This is an optimization exercise on Yosys and OpenROAD, whose aim is small area, a short achievable clock period and few clock cycles per item, not a production implementation. The RTL was checked by simulation tests, not by an equivalence proof against the original design.

== xenon ==
==> flow/design.v (excerpt) <==
module fsqrt (
  input wire clk,
  input wire ready,
  input wire [31:0] x1,
  output reg [31:0] y_reg,
  output reg valid
  );
export LEC_CHECK = 0
export ABC_AREA = 1
export CAP_MARGIN = 25
export CORE_MARGIN = 2
export CORE_UTILIZATION = 36
export CTS_CLUSTER_DIAMETER = 150
export CTS_CLUSTER_SIZE = 40
export GPL_ROUTABILITY_DRIVEN = 1
export PLACE_DENSITY = 0.5
export SETUP_SLACK_MARGIN = 0.15
export SLEW_MARGIN = 25
export SYNTH_MEMORY_MAX_BITS = 262144
export TNS_END_PERCENT = 0
create_clock -name core_clock -period 8.0 [get_ports {clk}]
run.sh (not shown) runs the stock make flow with config.mk's settings and CLKGATE_MAP_FILE= SYNTH_SCRIPT=/design/flow/synth_recipe.tcl, a recipe that flattens the netlist after the stock synthesis.
xenon: GRT-0232 in global routing -> run aborted
Testbench counts of xenon, summed over its fixed seeds: cycles 12,000, items 12,000.
### xenon -> violet
# xenon
export LEC_CHECK = 0
export ABC_AREA = 1
export CAP_MARGIN = 25
export CORE_MARGIN = 2
export CORE_UTILIZATION = 36
export CTS_CLUSTER_DIAMETER = 150
export CTS_CLUSTER_SIZE = 40
export GPL_ROUTABILITY_DRIVEN = 1
export PLACE_DENSITY = 0.5
export SETUP_SLACK_MARGIN = 0.15
export SLEW_MARGIN = 25
export SYNTH_MEMORY_MAX_BITS = 262144
export TNS_END_PERCENT = 0
create_clock -name core_clock -period 8.0 [get_ports {clk}]
# violet
export LEC_CHECK = 0
export CAP_MARGIN = 10
export CORE_MARGIN = 2
export CORE_UTILIZATION = 25
export PLACE_DENSITY = 0.35
export SLEW_MARGIN = 10
export SYNTH_MEMORY_MAX_BITS = 262144
create_clock -name core_clock -period 8.0 [get_ports {clk}]
Findings:
- From the logs: violet reached the end of the flow and failed the layout checks with negative setup slack.
- xenon: aborted in global routing (tool error)
- In violet the mux cell area share after synthesis turned out 2.8 points higher than in xenon.
- Taking xenon over violet, the distinct cell type count after synthesis ratio works out to 0.78.
- Delta(adder-cell share of the synthesized area, violet - xenon) > 0
## Diff of input files: onyx against violet
# violet
export LEC_CHECK = 0
export CAP_MARGIN = 10
export CORE_MARGIN = 2
export CORE_UTILIZATION = 25
export PLACE_DENSITY = 0.35
export SLEW_MARGIN = 10
export SYNTH_MEMORY_MAX_BITS = 262144
create_clock -name core_clock -period 8.0 [get_ports {clk}]
# onyx
export LEC_CHECK = 0
export ABC_AREA = 1
export CAP_MARGIN = 20
export CORE_MARGIN = 2
export CORE_UTILIZATION = 25
export CTS_CLUSTER_DIAMETER = 150
export CTS_CLUSTER_SIZE = 40
export PLACE_DENSITY = 0.35
export SETUP_SLACK_MARGIN = 0.2
export SLEW_MARGIN = 20
export SYNTH_MEMORY_MAX_BITS = 262144
create_clock -name core_clock -period 8.0 [get_ports {clk}]
## What came out
Per the final summary, onyx finished and its layout is clean on timing, DRC and antenna. Looking at total wirelength of the detailed-routed design, onyx sits above violet. Vias per cell was lower in the run labelled onyx. The faster design of the two is onyx; violet tops out lower.
The inputs of juniper differ from those of onyx as listed below.
# onyx
export LEC_CHECK = 0
export ABC_AREA = 1
export CAP_MARGIN = 20
export CORE_MARGIN = 2
export CORE_UTILIZATION = 25
export CTS_CLUSTER_DIAMETER = 150
export CTS_CLUSTER_SIZE = 40
export PLACE_DENSITY = 0.35
export SETUP_SLACK_MARGIN = 0.2
export SLEW_MARGIN = 20
export SYNTH_MEMORY_MAX_BITS = 262144
create_clock -name core_clock -period 8.0 [get_ports {clk}]
# juniper
export LEC_CHECK = 0
export ABC_AREA = 1
export CAP_MARGIN = 20
export CORE_MARGIN = 2
export CORE_UTILIZATION = 30
export CTS_CLUSTER_DIAMETER = 150
export CTS_CLUSTER_SIZE = 40
export GPL_TIMING_DRIVEN = 0
export PLACE_DENSITY = 0.42
export SETUP_SLACK_MARGIN = 0.2
export SLEW_MARGIN = 20
export SYNTH_MEMORY_MAX_BITS = 262144
export TNS_END_PERCENT = 0
create_clock -name core_clock -period 8.0 [get_ports {clk}]
--- outcome ---
- In the summary table, juniper is marked failed, with error GRT-0116 raised in global routing.
- Looking at instance count after placement with tap cells included, juniper sits 1292 lower than onyx does.
- Placement-stage cell area, onyx and juniper: larger value in onyx
- Diff onyx -> juniper | routability congestion estimate from global placement | up by more than 10%
- The die outline height in juniper was lower than what onyx gave.
- In the metrics for onyx and juniper, the one carrying the lower count of instances resized after the clock tree is built is onyx.
- Relative to onyx, the half-perimeter wire length after placement of juniper is higher by 11000 um.
## Diff of input files: zinc against juniper
# juniper
export LEC_CHECK = 0
export ABC_AREA = 1
export CAP_MARGIN = 20
export CORE_MARGIN = 2
export CORE_UTILIZATION = 30
export CTS_CLUSTER_DIAMETER = 150
export CTS_CLUSTER_SIZE = 40
export GPL_TIMING_DRIVEN = 0
export PLACE_DENSITY = 0.42
export SETUP_SLACK_MARGIN = 0.2
export SLEW_MARGIN = 20
export SYNTH_MEMORY_MAX_BITS = 262144
export TNS_END_PERCENT = 0
create_clock -name core_clock -period 8.0 [get_ports {clk}]
# zinc
export LEC_CHECK = 0
export ABC_AREA = 1
export CAP_MARGIN = 25
export CORE_MARGIN = 2
export CORE_UTILIZATION = 25
export CTS_CLUSTER_DIAMETER = 150
export CTS_CLUSTER_SIZE = 40
export PLACE_DENSITY = 0.35
export SETUP_SLACK_MARGIN = 0.0
export SLEW_MARGIN = 25
export SYNTH_MEMORY_MAX_BITS = 262144
export TNS_END_PERCENT = 0
create_clock -name core_clock -period 8.0 [get_ports {clk}]
==> comparison <==
FAIL juniper @ global routing: tool exited with error
zinc closes out successfully: all stages finished, all timing, DRC and antenna checks passed.
zinc vs juniper — number of instances in the placed design climbed by more than 10%
Changes observed in zinc relative to juniper: number of rows created at floorplan climbed 9.5%, synthesis-stage register bit count barely changed, maximum number of buffers from clock root to sink barely changed, xor and xnor area share after synthesis barely changed.
Diff juniper..zinc | number of sinks on the clock net | negligible
Area after synthesis came out exactly the same in zinc and juniper.
Compare zinc and juniper | HPWL after detailed placement lower: zinc

rev 12:
fsqrt again, from the RTL that the note above started with.
make LEC_CHECK=0 ABC_AREA=1 CAP_MARGIN=20 CORE_MARGIN=2 CORE_UTILIZATION=33 CTS_CLUSTER_DIAMETER=150 CTS_CLUSTER_SIZE=40 GPL_ROUTABILITY_DRIVEN=1 PLACE_DENSITY=0.45 SETUP_SLACK_MARGIN=0.2 SLEW_MARGIN=20 SYNTH_MEMORY_MAX_BITS=262144 finish   # period 8.0 ns
Testbench counts of rev 12, summed over its fixed seeds: cycles 12,000, items 12,000.
The inputs of rev 13 differ from those of rev 12 as listed below.
# rev 12
export LEC_CHECK = 0
export ABC_AREA = 1
export CAP_MARGIN = 20
export CORE_MARGIN = 2
export CORE_UTILIZATION = 33
export CTS_CLUSTER_DIAMETER = 150
export CTS_CLUSTER_SIZE = 40
export GPL_ROUTABILITY_DRIVEN = 1
export PLACE_DENSITY = 0.45
export SETUP_SLACK_MARGIN = 0.2
export SLEW_MARGIN = 20
export SYNTH_MEMORY_MAX_BITS = 262144
create_clock -name core_clock -period 8.0 [get_ports {clk}]
# rev 13
export LEC_CHECK = 0
export ABC_AREA = 1
export CAP_MARGIN = 20
export CORE_MARGIN = 2
export CORE_UTILIZATION = 40
export CTS_CLUSTER_DIAMETER = 150
export CTS_CLUSTER_SIZE = 40
export PLACE_DENSITY = 0.55
export SETUP_SLACK_MARGIN = 0.2
export SLEW_MARGIN = 20
export SYNTH_MEMORY_MAX_BITS = 262144
create_clock -name core_clock -period 8.0 [get_ports {clk}]
[summary]
Rev 13: aborted in global routing (5_1_grt) (tool error)
Post-cts resize count went down by more than 10% going from rev 12 to rev 13.
Number of standard cells after synthesis came out exactly the same in rev 13 and rev 12.
HPWL after detailed placement went down by more than 10% going from rev 12 to rev 13.
Rev 13 — site row count 9.2% lower, rev 12 as reference
From rev 12 to rev 13 the numbers moved as follows: final estimated routing congestion in global placement has increased; floorplan die width has decreased; post-placement worst setup slack has increased.

==> afterwards: timing with drivers on the ports <==
The results above use ideal ports. As a check the final layouts listed here were re-extracted and re-timed, cells and wires unchanged. Step 1 assumes that a clkbuf_16 drives the clock port and a buf_2 every other input. Step 2 also shifts input and output timing later by t, the mid clock arrival at the registers, as if the neighbouring blocks saw the same clock. Slacks: ideal ports / drivers / drivers and shift; pairs: ideal ports / drivers.
run	t (ns)	setup slack, ns	worst hold slack (ns)	worst data-port slew with drivers (ns)
violet	0.446	-0.261 / -0.324 / -0.334	1.643 / 1.604 / 2.050	0.11
onyx	0.521	0.200 / 0.108 / -0.076	1.606 / 1.543 / 2.064	0.05
zinc	0.516	0.126 / 0.038 / -0.267	1.603 / 1.548 / 2.064	0.05
rev 12	0.522	0.138 / 0.053 / -0.171	1.598 / 1.542 / 2.064	0.07
With both steps, setup timing fails in onyx, zinc and rev 12, where it was met with ideal ports. For zinc, which loses most, drivers alone change the setup slack by -0.088 ns; drivers and shift together by -0.393 ns.
